Context: an optimization exercise on an open-source flow, tuned for small area and a short achievable clock period. The choices shown serve that exercise and are no tape-out recipe.
For this run, only the layout was checked, not whether the RTL still works.
Power figures rest on the tool's default switching activity, not on a simulated workload.

==> design/flow/design.v <==
module VX_shift_register_nr #( 
    parameter DATAW  = 1,
    parameter DEPTH  = 1,
    parameter NTAPS  = 1,
    parameter DEPTHW = $clog2(DEPTH),
    parameter [(DEPTHW*NTAPS)-1:0] TAPS = {NTAPS{DEPTHW'(DEPTH-1)}}
) (
    input wire clk,
    input wire enable,
    input wire [DATAW-1:0]          data_in,
    output wire [(NTAPS*DATAW)-1:0] data_out
);
    reg [DEPTH-1:0][DATAW-1:0] entries;
    always @(posedge clk) begin
        if (enable) begin                    
            for (integer i = DEPTH-1; i > 0; --i)
                entries[i] <= entries[i-1];
            entries[0] <= data_in;
        end
    end
    for (genvar i = 0; i < NTAPS; ++i) begin
        assign data_out [i*DATAW+:DATAW] = entries [TAPS[i*DEPTHW+:DEPTHW]];
    end
endmodule
module VX_shift_register_wr #( 
    parameter DATAW  = 1, 
    parameter DEPTH  = 1,
    parameter NTAPS  = 1,
    parameter DEPTHW = $clog2(DEPTH),
    parameter [(DEPTHW*NTAPS)-1:0] TAPS = {NTAPS{DEPTHW'(DEPTH-1)}}
) (
    input wire clk,
    input wire reset,
    input wire enable,
    input wire [DATAW-1:0]          data_in,
    output wire [(NTAPS*DATAW)-1:0] data_out
);
    reg [DEPTH-1:0][DATAW-1:0] entries;
    always @(posedge clk) begin
        if (reset) begin
            entries <= '0;
        end else if (enable) begin                    
            for (integer i = DEPTH-1; i > 0; --i)
                entries[i] <= entries[i-1];
            entries[0] <= data_in;
        end
    end
    for (genvar i = 0; i < NTAPS; ++i) begin
        assign data_out [i*DATAW+:DATAW] = entries [TAPS[i*DEPTHW+:DEPTHW]];
    end
endmodule
module VX_shift_register #( 
    parameter DATAW  = 1, 
    parameter RESETW = 0,
    parameter DEPTH  = 1,
    parameter NTAPS  = 1,
    parameter DEPTHW = $clog2(DEPTH),
    parameter [(DEPTHW*NTAPS)-1:0] TAPS = {NTAPS{DEPTHW'(DEPTH-1)}}
) (
    input wire clk,
    input wire reset,
    input wire enable,
    input wire [DATAW-1:0]          data_in,
    output wire [(NTAPS*DATAW)-1:0] data_out
);
    if (RESETW != 0) begin
        if (RESETW == DATAW) begin
            VX_shift_register_wr #(
                .DATAW (DATAW),
                .DEPTH (DEPTH),
                .NTAPS (NTAPS),
                .TAPS  (TAPS)
            ) sr (
                .clk      (clk),
                .reset    (reset),
                .enable   (enable),
                .data_in  (data_in),
                .data_out (data_out)
            );
        end else begin
            VX_shift_register_wr #(
                .DATAW (RESETW),
                .DEPTH (DEPTH),
                .NTAPS (NTAPS),
                .TAPS  (TAPS)
            ) sr_wr (
                .clk      (clk),
                .reset    (reset),
                .enable   (enable),
                .data_in  (data_in[DATAW-1:DATAW-RESETW]),
                .data_out (data_out[DATAW-1:DATAW-RESETW])
            );
            VX_shift_register_nr #(
                .DATAW (DATAW-RESETW),
                .DEPTH (DEPTH),
                .NTAPS (NTAPS),
                .TAPS  (TAPS)
            ) sr_nr (
                .clk      (clk),
                .enable   (enable),
                .data_in  (data_in[DATAW-RESETW-1:0]),
                .data_out (data_out[DATAW-RESETW-1:0])
            );
        end
    end else begin        
        VX_shift_register_nr #(
            .DATAW (DATAW),
            .DEPTH (DEPTH),
            .NTAPS (NTAPS),
            .TAPS  (TAPS)
        ) sr (
            .clk      (clk),
            .enable   (enable),
            .data_in  (data_in),
            .data_out (data_out)
        );
    end    
endmodule
module VX_multiplier #(
    parameter WIDTHA  = 1,
    parameter WIDTHB  = 1,
    parameter WIDTHP  = 1,
    parameter SIGNED  = 0,
    parameter LATENCY = 0
) (
    input wire clk,    
    input wire enable,
    input wire reset,
    input wire [WIDTHA-1:0]  dataa,
    input wire [WIDTHB-1:0]  datab,
    output wire [WIDTHP-1:0] result
);
    wire [WIDTHP-1:0] result_unqual;
    if (SIGNED) begin
        assign result_unqual = $signed(dataa) * $signed(datab);
    end else begin
        assign result_unqual = dataa * datab;
    end
    if (LATENCY == 0) begin
        assign result = result_unqual;
    end else begin        
        reg [WIDTHP-1:0] result_pipe [LATENCY-1:0];
        always @(posedge clk) begin
            if (reset) begin
                result_pipe[0] <= '0;
            end else if (enable) begin
                result_pipe[0] <= result_unqual;
            end
        end
        for (genvar i = 1; i < LATENCY; i++) begin
            always @(posedge clk) begin
                if (reset) begin
                    result_pipe[i] <= '0;
                end else if (enable) begin
                    result_pipe[i] <= result_pipe[i-1];
                end
            end
        end
        assign result = result_pipe[LATENCY-1]; 
    end
endmodule
module madd #(
    parameter DATA_SIZE = 32, MULTIPLY_CYCLES = 3
) (
    input wire clk,    
    input wire enable,
    input wire reset,
    input wire [DATA_SIZE-1:0]  dataa,
    input wire [DATA_SIZE-1:0]  datab,
    input wire [DATA_SIZE-1:0]  datac,
    output wire [DATA_SIZE-1:0] result
);
    wire[DATA_SIZE-1:0] mult_out, add_out;
    VX_multiplier #(.WIDTHA(DATA_SIZE), 
                    .WIDTHB(DATA_SIZE), 
                    .WIDTHP(DATA_SIZE), 
                    .SIGNED(1), 
                    .LATENCY(MULTIPLY_CYCLES+1)) 
                    multiplier (.clk(clk), .enable(enable), .reset(reset), .dataa(dataa), .datab(datab), .result(mult_out));
    VX_shift_register #(.DATAW(DATA_SIZE), .RESETW(DATA_SIZE), .DEPTH(MULTIPLY_CYCLES), .NTAPS(1))
                    shift_reg (.clk(clk), .reset(reset), .enable(enable), .data_in(datac), .data_out(add_out));
    assign result = mult_out + add_out;
endmodule
module systolic_pe
#(parameter DATA_SIZE = 32)
(
 input wire [DATA_SIZE-1:0] in_data,
 input wire [DATA_SIZE-1:0] in_sum,  
 input wire clk, reset, enable, ld_weight,
 output reg [DATA_SIZE-1:0] out_data,
 output reg [DATA_SIZE-1:0] out_sum);
reg [DATA_SIZE-1:0] weight;
wire[DATA_SIZE-1:0] madd_out;
wire[DATA_SIZE-1:0] shift_out;
wire [DATA_SIZE-1:0] add;
assign add = ld_weight ? 0 : in_sum;
madd #(.DATA_SIZE(DATA_SIZE), .MULTIPLY_CYCLES(3)) madd_unit (.clk(clk), .enable(enable), .reset(reset), .dataa(in_data), .datab(weight), .datac(add), .result(madd_out));
VX_shift_register #(.DATAW(DATA_SIZE), .RESETW(DATA_SIZE), .DEPTH(3), .NTAPS(1))
				shift_reg (.clk(clk), .reset(reset), .enable(enable), .data_in(in_data), .data_out(shift_out));
always_ff @(posedge clk)
	begin
		if(reset || !enable)
			begin
				out_data <= 0;
				out_sum <= 0;
				if (reset)
					weight <= 0;
			end
		else if(ld_weight) 
			begin 
				weight <= in_sum;
				out_sum <= in_sum;
			end 	
		else
			begin
				out_data <= shift_out;
				out_sum <= madd_out;
			end
	end
endmodule
module systolic_array
#(parameter MATRIX_SIZE = 2, DATA_SIZE = 32)
(
    input logic [MATRIX_SIZE-1:0][DATA_SIZE-1:0] in_data,
    input logic [MATRIX_SIZE-1:0][DATA_SIZE-1:0] in_weights,
    input logic load_weight,             
    input logic enable,                  
    input logic reset, clk,
    output logic [MATRIX_SIZE-1:0][DATA_SIZE-1:0] out_sum
);
logic [MATRIX_SIZE*MATRIX_SIZE-1:0][DATA_SIZE-1:0] row_wire;
logic [MATRIX_SIZE*MATRIX_SIZE-1:0][DATA_SIZE-1:0] col_wire;
logic ld_weight [MATRIX_SIZE-1:0];
logic PE_enable [MATRIX_SIZE-1:0];
genvar i, j;     
generate
    for (i = 1; i < MATRIX_SIZE; i++)        
    begin
        for (j = 1; j < MATRIX_SIZE; j++)        
        begin
            localparam PE_index = MATRIX_SIZE * i + j;
            localparam in_data_wire_index = PE_index - 1;
            localparam out_data_wire_index = PE_index;
            localparam in_sum_wire_index = PE_index - MATRIX_SIZE;
            localparam out_sum_wire_index = PE_index;
            systolic_pe #   (   .DATA_SIZE(DATA_SIZE)) pe_1 
                            (   .in_data(row_wire[in_data_wire_index]), 
                                .in_sum(col_wire[in_sum_wire_index]), 
                                .out_data(row_wire[out_data_wire_index]), 
                                .out_sum(col_wire[out_sum_wire_index]), 
                                .reset(reset), 
                                .clk(clk), 
                                .enable(enable),
                                .ld_weight(load_weight));
        end
    end
    for (j = 1; j < MATRIX_SIZE; j++)        
    begin
        localparam PE_index = j;
        localparam in_data_wire_index = PE_index - 1;
        localparam out_data_wire_index = PE_index;
        localparam out_sum_wire_index = PE_index;
        systolic_pe #   (   .DATA_SIZE(DATA_SIZE)) pe_2 
                        (   .in_data(row_wire[in_data_wire_index]), 
                            .in_sum(in_weights[j]), 
                            .out_data(row_wire[out_data_wire_index]), 
                            .out_sum(col_wire[out_sum_wire_index]), 
                            .reset(reset), 
                            .clk(clk), 
                            .enable(enable),
                            .ld_weight(load_weight));
    end
    for (i = 1; i < MATRIX_SIZE; i++)        
    begin
        localparam PE_index = MATRIX_SIZE * i;
        localparam out_data_wire_index = PE_index;
        localparam in_sum_wire_index = PE_index - MATRIX_SIZE;
        localparam out_sum_wire_index = PE_index;
        systolic_pe #   (   .DATA_SIZE(DATA_SIZE)) pe_3 
                        (   .in_data(in_data[i]), 
                            .in_sum(col_wire[in_sum_wire_index]), 
                            .out_data(row_wire[out_data_wire_index]), 
                            .out_sum(col_wire[out_sum_wire_index]), 
                            .reset(reset), 
                            .clk(clk), 
                            .enable(enable),
                            .ld_weight(load_weight));
    end
    systolic_pe #   (   .DATA_SIZE(DATA_SIZE)) pe_4
                    (   .in_data(in_data[0]), 
                        .in_sum(in_weights[0]), 
                        .out_data(row_wire[0]), 
                        .out_sum(col_wire[0]), 
                        .reset(reset), 
                        .clk(clk), 
                        .enable(enable),
                        .ld_weight(load_weight));
    for (j = 0; j < MATRIX_SIZE; j++)
    begin
        assign out_sum[j] = col_wire[MATRIX_SIZE * (MATRIX_SIZE - 1) + j];
    end
endgenerate
endmodule
module input_skewer
#(parameter MATRIX_SIZE = 2, DATA_SIZE = 32)
(
    input logic [MATRIX_SIZE-1:0][DATA_SIZE-1:0] data,
    input logic reset, clk, enable_in,
    output logic [MATRIX_SIZE-1:0][DATA_SIZE-1:0] data_skewed
);
genvar i;
generate
    for (i = 0; i < MATRIX_SIZE; i++)
    begin
        VX_shift_register   #(.DATAW(DATA_SIZE), .RESETW(DATA_SIZE), .DEPTH(4*i + MATRIX_SIZE), .NTAPS(1))
				            shift_reg (.clk(clk), .reset(reset), .enable(enable_in), .data_in(data[i]), .data_out(data_skewed[i]));
    end
endgenerate
endmodule
module scheduler #(
    parameter MATRIX_SIZE = 2, 
    parameter DATA_SIZE = 32
) (
    input wire clk, reset, general_enable, 
    output wire load_weight,      
    output wire [MATRIX_SIZE-1:0] enable_mult,      
    output wire module_busy_out,
    output wire done
);
    reg[MATRIX_SIZE:0] load_counter;
    reg[MATRIX_SIZE+2 : 0] mult_counter;
    reg[MATRIX_SIZE+2 : 0] cycle_count;
    reg done_load;       
    reg done_next;
    reg [MATRIX_SIZE-1:0] load_weight_next;
    reg [MATRIX_SIZE-1:0] enable_mult_next;
    reg load_weight_reg;
    reg enable_mult_reg;
    reg module_busy;
    reg done_reg;
    always @(posedge clk) begin
        if (reset) begin
            cycle_count <= 0;
            module_busy <= 0;
        end
        else if (general_enable) begin
            cycle_count <= cycle_count + 1;
            if (!done)
                module_busy <= 1;
            else
                module_busy <= 0;
        end
        else
            module_busy <= 0;
    end
    assign module_busy_out = module_busy;
    assign done = (cycle_count < ((2*MATRIX_SIZE) * 4 + MATRIX_SIZE + 4)) ? 0 : 1;
    assign enable_mult = (cycle_count - 3 < ((2*MATRIX_SIZE - 1) * 4 + MATRIX_SIZE) && general_enable) ? {MATRIX_SIZE{1'b1}} : {MATRIX_SIZE{1'b0}};
    assign load_weight = (general_enable && (cycle_count - 3 < MATRIX_SIZE)) ? 1 : 0;
endmodule
module systolic_array_frame
#(parameter MATRIX_SIZE = 2, DATA_SIZE = 32)
(
    input logic [MATRIX_SIZE-1:0][DATA_SIZE-1:0] data_input,
    input logic [MATRIX_SIZE-1:0][DATA_SIZE-1:0] weights_input,
    input logic clk, reset, enable,
    output logic [MATRIX_SIZE-1:0][DATA_SIZE-1:0] result_out,
    output logic finished
);
wire [MATRIX_SIZE-1:0][DATA_SIZE-1:0] data_skewed_out;
wire [MATRIX_SIZE-1:0] load_weight;
wire [MATRIX_SIZE-1:0] enable_mult;
input_skewer #(.MATRIX_SIZE(MATRIX_SIZE), .DATA_SIZE(DATA_SIZE))   
my_input_skewer (
    .reset(reset),
    .clk(clk),
    .enable_in(enable),
    .data(data_input),
    .data_skewed(data_skewed_out)
);
scheduler #(.MATRIX_SIZE(MATRIX_SIZE), .DATA_SIZE(DATA_SIZE))
my_scheduler (
    .reset(reset),
    .clk(clk),
    .general_enable(enable),
    .load_weight(load_weight),
    .enable_mult(enable_mult),
    .done(finished)
);
systolic_array #(.MATRIX_SIZE(MATRIX_SIZE), .DATA_SIZE(DATA_SIZE))
my_systolic_array (
    .reset(reset),
    .clk(clk),
    .in_data(data_skewed_out),
    .in_weights(weights_input),
    .load_weight(load_weight),
    .enable(enable_mult[0]),
    .out_sum(result_out)
);
endmodule
module systolic_top (
    input  wire        clk,
    input  wire        reset,
    input  wire        enable,
    input  wire [63:0] data_input,
    input  wire [63:0] weights_input,
    output wire [63:0] result_out,
    output wire        finished
);
logic [1:0][31:0] data_in_arr;
logic [1:0][31:0] weights_in_arr;
logic [1:0][31:0] result_arr;
assign data_in_arr[0]    = data_input[31:0];
assign data_in_arr[1]    = data_input[63:32];
assign weights_in_arr[0] = weights_input[31:0];
assign weights_in_arr[1] = weights_input[63:32];
assign result_out        = {result_arr[1], result_arr[0]};
systolic_array_frame #(.MATRIX_SIZE(2), .DATA_SIZE(32)) frame (
    .data_input(data_in_arr),
    .weights_input(weights_in_arr),
    .clk(clk),
    .reset(reset),
    .enable(enable),
    .result_out(result_arr),
    .finished(finished)
);
endmodule
==> design/flow/run.sh <==
#!/bin/bash
# synth_recipe.tcl (not shown) runs the flow's synth.tcl, then flattens the netlist and writes it again
# the make line also repeats each setting of config.mk as NAME=value (left out here)
make -C /OpenROAD-flow-scripts/flow DESIGN_CONFIG=/design/flow/config.mk WORK_HOME=/design/flow/orfs CLKGATE_MAP_FILE= SYNTH_SCRIPT=/design/flow/synth_recipe.tcl finish
==> design/flow/config.mk <==
export PLATFORM = sky130hd
export DESIGN_NAME = systolic_top
export DESIGN_NICKNAME = systolic_top
export VERILOG_FILES = /design/flow/design.v
export SDC_FILE = /design/flow/constraint.sdc
export NUM_CORES = 4
export LEC_CHECK = 0
export CAP_MARGIN = 20
export CORE_MARGIN = 2
export CORE_UTILIZATION = 40
export PLACE_DENSITY = 0.6
export SLEW_MARGIN = 20
==> design/flow/constraint.sdc <==
create_clock -name core_clock -period 10.0 [get_ports {clk}]
set_input_delay 2.0000 -clock core_clock [delete_from_list [all_inputs] [get_ports {clk}]]
set_output_delay 2.0000 -clock core_clock [all_outputs]
set_load 0.01 [all_outputs]
==> flow_summary.toml <==
[power]
peakVddDrop_uv = 145
pwr_density_cell_nw_per_um2 = 106
pwr-share-comb_pct = 5.8
p_sw_share_pct = 24.2
leakagePower_nw = 60.9
clkPwrFrac_pct = 47.6
p_seq_share_pct = 46.6
switching_power_mw = 3.59
p_int_mw = 11.2
total_power_mw = 14.8

[setup_path]
cp_num_buf_inv = 5
critPathMaxStageDelay_ns = 1.04
cp_top_family = "adder cells"
required_ns = 10.69
crit_top_cell = "fa_1"
setup.worst_path.end_class = "flip-flop"
critPathKind = "flip-flop to flip-flop"
path_max_fanout = 24
crit_slowest_cell = "edfxtp_1"
worstPathArrival_ns = 8.56
crit_path_start_kind = "flip-flop"

[yosys]
yosys_warnings = 9
ys_ff_latch = 1669
synth_enable_flop_cells = 128
ys.flop_type = "dfxtp_1"
syn-num-nets = 17000
avgSynthCellArea_um2 = 8.82
synthArstFlopShare_pct = 0
synthesis.area_um2 = 128000
ys_seq_area_share_pct = 27.1
synth_cell_types = 80
synthCells = 14500

[placement]
io_buffer_count = 195
hpwl_um = 259000
gp_congestion = 0.900

[routing]
drc_errors = 0
dr_wl_met2_um = 166000
dr.pass1.iters = 8
wire_per_inst_um = 19.2
wl_met1_um = 158000
drt_iter0_drc = 6376
ant_nets = 0
vias = 93500
routed-wl-met3_um = 17400
wirelength_um = 355000
vias_per_cell = 5.07
top_layer = "met5"

[flow_run]
maxCapViolCount = 0

[clock_tree]
cts_sinks = 1669
numCtsBuffers = 185
clk_pin_slew_ns = 0.06
postCtsSetupBuffers = 0
htree_levels = 4
ctsResizeCount = 0
clk_latency_ns = 0.89
cts_tree = "yes"
cts.hold.buffers_added = 0
root_buffer = "clkbuf_16"
clockBufferDepth = 4

[worst_hold_path]
hp-class = "flip-flop to flip-flop"

[timing]
worstMarginPinSlew_ns = 1.10
period_minus_slack_ns = 7.87
setup-violations-final = 0
post-route-period-util_pct = 78.7
rsz0062_at_grt = "false"
finalMaxSlewViolations = 0
fin_setup_tns_ns = 0
finClkSkew_ns = 0.0894
hold_viol_final = 0
relSlewSlack_pct = 26.4
fmax_mhz = 127

[global_route]
grt_max_degree = 213
grt_antenna_before_repair = 24
grt_pass1_vias = 95600
grt_pass1_wl_um = 560000
grt.total_usage_pct = 22.0
overflow = 0

[finish]
fillCellCount = 31200
areaGrowthSynthToFinish_pct = 8.53
finalNetCount = 16600
drive_above_1_share_pct = 3.47
utilization_pct = 43.7

[floorplan]
dieArea_um2 = 325000
die_h_um = 570
core-area_um2 = 318000
initial_core_util_pct = 40.3
num_io_pins = 196
placementRows = 207
die_w_um = 570

[run_status]
outcome = "finished clean"
==> path summary, 6_finish.rpt <==
path                            startpoint         to  slack (ns)  cells after the start
worst max-delay path             flip-flop  flip-flop        2.13                     25
worst min-delay path             flip-flop  flip-flop        0.39                      2
worst max register to register   flip-flop  flip-flop        2.13                     25
worst min register to register   flip-flop  flip-flop        0.39                      2
==> routing by layer <==
metal	track usage (%)	up-vias
met5	0	-
met4	7.42	6
met3	2.36	528
met2	36.1	2178
met1	30.0	46600
li1	-	44200
==> power groups by stage <==
stage	logic [mW]	registers (mW)	clock network, mW
CTS	0.861	6.89	7.22
global route	0.952	6.90	7.47
finish	0.860	6.90	7.04
global placement	0.854	7.04	0
detailed placement	0.851	7.04	0
floorplan	0.591	6.95	0
==> layout by cell type, fill, tap and decap left out, types with 17 or more instances in the layout <==
master / netlist / layout
buf_4: 64 / 142
o21ai_1: 21 / 21
xnor2_1: 333 / 333
and2_1: 1471 / 1470
ha_1: 725 / 725
clkbuf_1: 808 / 30
mux2i_1: 264 / 264
nor2_1: 435 / 432
clkbuf_8: 0 / 33
o21a_1: 41 / 41
a21oi_1: 1306 / 1306
nand3_1: 180 / 180
o22a_1: 27 / 27
inv_1: 1719 / 1719
dfxtp_1: 1541 / 1535
xor2_1: 110 / 110
clkinv_2: 0 / 28
o21ai_0: 114 / 114
a31oi_1: 27 / 27
a211oi_1: 47 / 47
fa_1: 1636 / 1636
nand2b_1: 36 / 33
clkdlybuf4s50_1: 0 / 193
nor3_1: 50 / 50
o21bai_1: 22 / 22
o211ai_1: 17 / 17
or3_1: 24 / 24
edfxtp_1: 128 / 128
nor2b_1: 32 / 32
a21o_1: 75 / 75
a2bb2oi_1: 61 / 61
nand2_1: 2991 / 2991
clkbuf_16: 0 / 195
==> cells in the mapped netlist, types with 7 or more instances <==
cell type  count  area (um^2)
a211oi_1      47          353
a21o_1        75          563
a21oi_1     1306         6540
a2bb2oi_1     61          534
a31oi_1       27          169
and2_1      1471         9200
and3_1        13         81.3
buf_1         40          150
buf_2         26          130
buf_4         64          480
clkbuf_1     808         3030
dfxtp_1     1541        30800
edfxtp_1     128         3840
fa_1        1636        32800
ha_1         725         9070
inv_1       1719         6450
mux2i_1      264         2640
nand2_1     2991        11200
nand2b_1      36          225
nand3_1      180          901
nand3b_1       7         52.6
nand4_1       10         62.6
nor2_1       435         1630
nor2b_1       32          200
nor3_1        50          250
nor4_1         8         50.1
o211ai_1      17          128
o21a_1        41          308
o21ai_0      114          571
o21ai_1       21          105
o21bai_1      22          165
o22a_1        27          236
o31ai_1        7         52.6
or2_2          9         56.3
or3_1         24          150
xnor2_1      333         2920
xor2_1       110          963
==> worst min-delay path, stage by stage, from the launching register on <==
cell and delay [ns]:
dfxtp_1 0.31, nand2_1 0.05, a21oi_1 0.05
==> cell type report <==
cell class / count / area [um^2] / share of cell area [%]
multi-input cells: 10200 / 83300 / 59.9
clock buffers: 258 / 5450 / 3.92
clock inverters: 67 / 757 / 0.544
inverters: 1719 / 6450 / 4.64
well taps: 4180 / 5230 / 3.76
repair buffers: 347 / 3230 / 2.32
diodes: 4 / 10.0 / 0.00720
flip-flops and latches: 1669 / 34700 / 24.9
==> stage by stage <==
stage          cell area (um^2)  instances  hold WS [ns]  setup slack, ns
3_5_place_dp             133000      18100         0.442             2.21
6_report                 139000      18500         0.389             2.13
5_1_grt                  139000      18500         0.409             1.72
2_1_floorplan            128000      14500         0.425             3.00
4_1_cts                  139000      18500         0.381             2.19
3_3_place_gp             133000      18100         0.437             2.25
==> kinds of logic (layout without fill, tap and decap cells) <==
logic type	after synthesis	in the layout	synth area share (%)
adder cells (fa/ha/maj)	2361	2361	32.6
multiplexers	264	264	2.06
AND/OR/NAND/NOR	5290	5290	18.9
other	0	4	0
AO/OA/AOI/OAI	1852	1852	8.28
XOR/XNOR	443	443	3.03
flip-flops	1669	1669	27.1
buffers and inverters	2657	2391	7.99

static timing again, ports no longer ideal:
The results above use ideal ports. As a check the final layout listed here was re-extracted and re-timed, cells and wires unchanged. Step 1 (the two cells are an assumption about what drives the block):
set clk [get_ports {clk}]
set_driving_cell -lib_cell sky130_fd_sc_hd__clkbuf_16 $clk
set_driving_cell -lib_cell sky130_fd_sc_hd__buf_2 [delete_from_list [all_inputs] $clk]
Step 2 moves the port delays by t, midway between the first and last clock arrival at a register: inputs arrive t later, outputs are due t later. That takes back most of the time a late clock gives input paths. Slacks: no drivers / after step 1 / after step 2; pairs: no drivers / after step 1.
t, ns: 0.937
setup slack, ns: 2.133 / 2.133 / 2.133
hold slack, ns: 0.389 / 0.389 / 0.389
worst register clock-pin slew, ns: 0.07 / 0.07
pins driven straight from the clock port: 1
After both steps this run still meets setup and hold. The setup slack of this run moves by 0.000 ns with the drivers and by 0.000 ns with both steps.
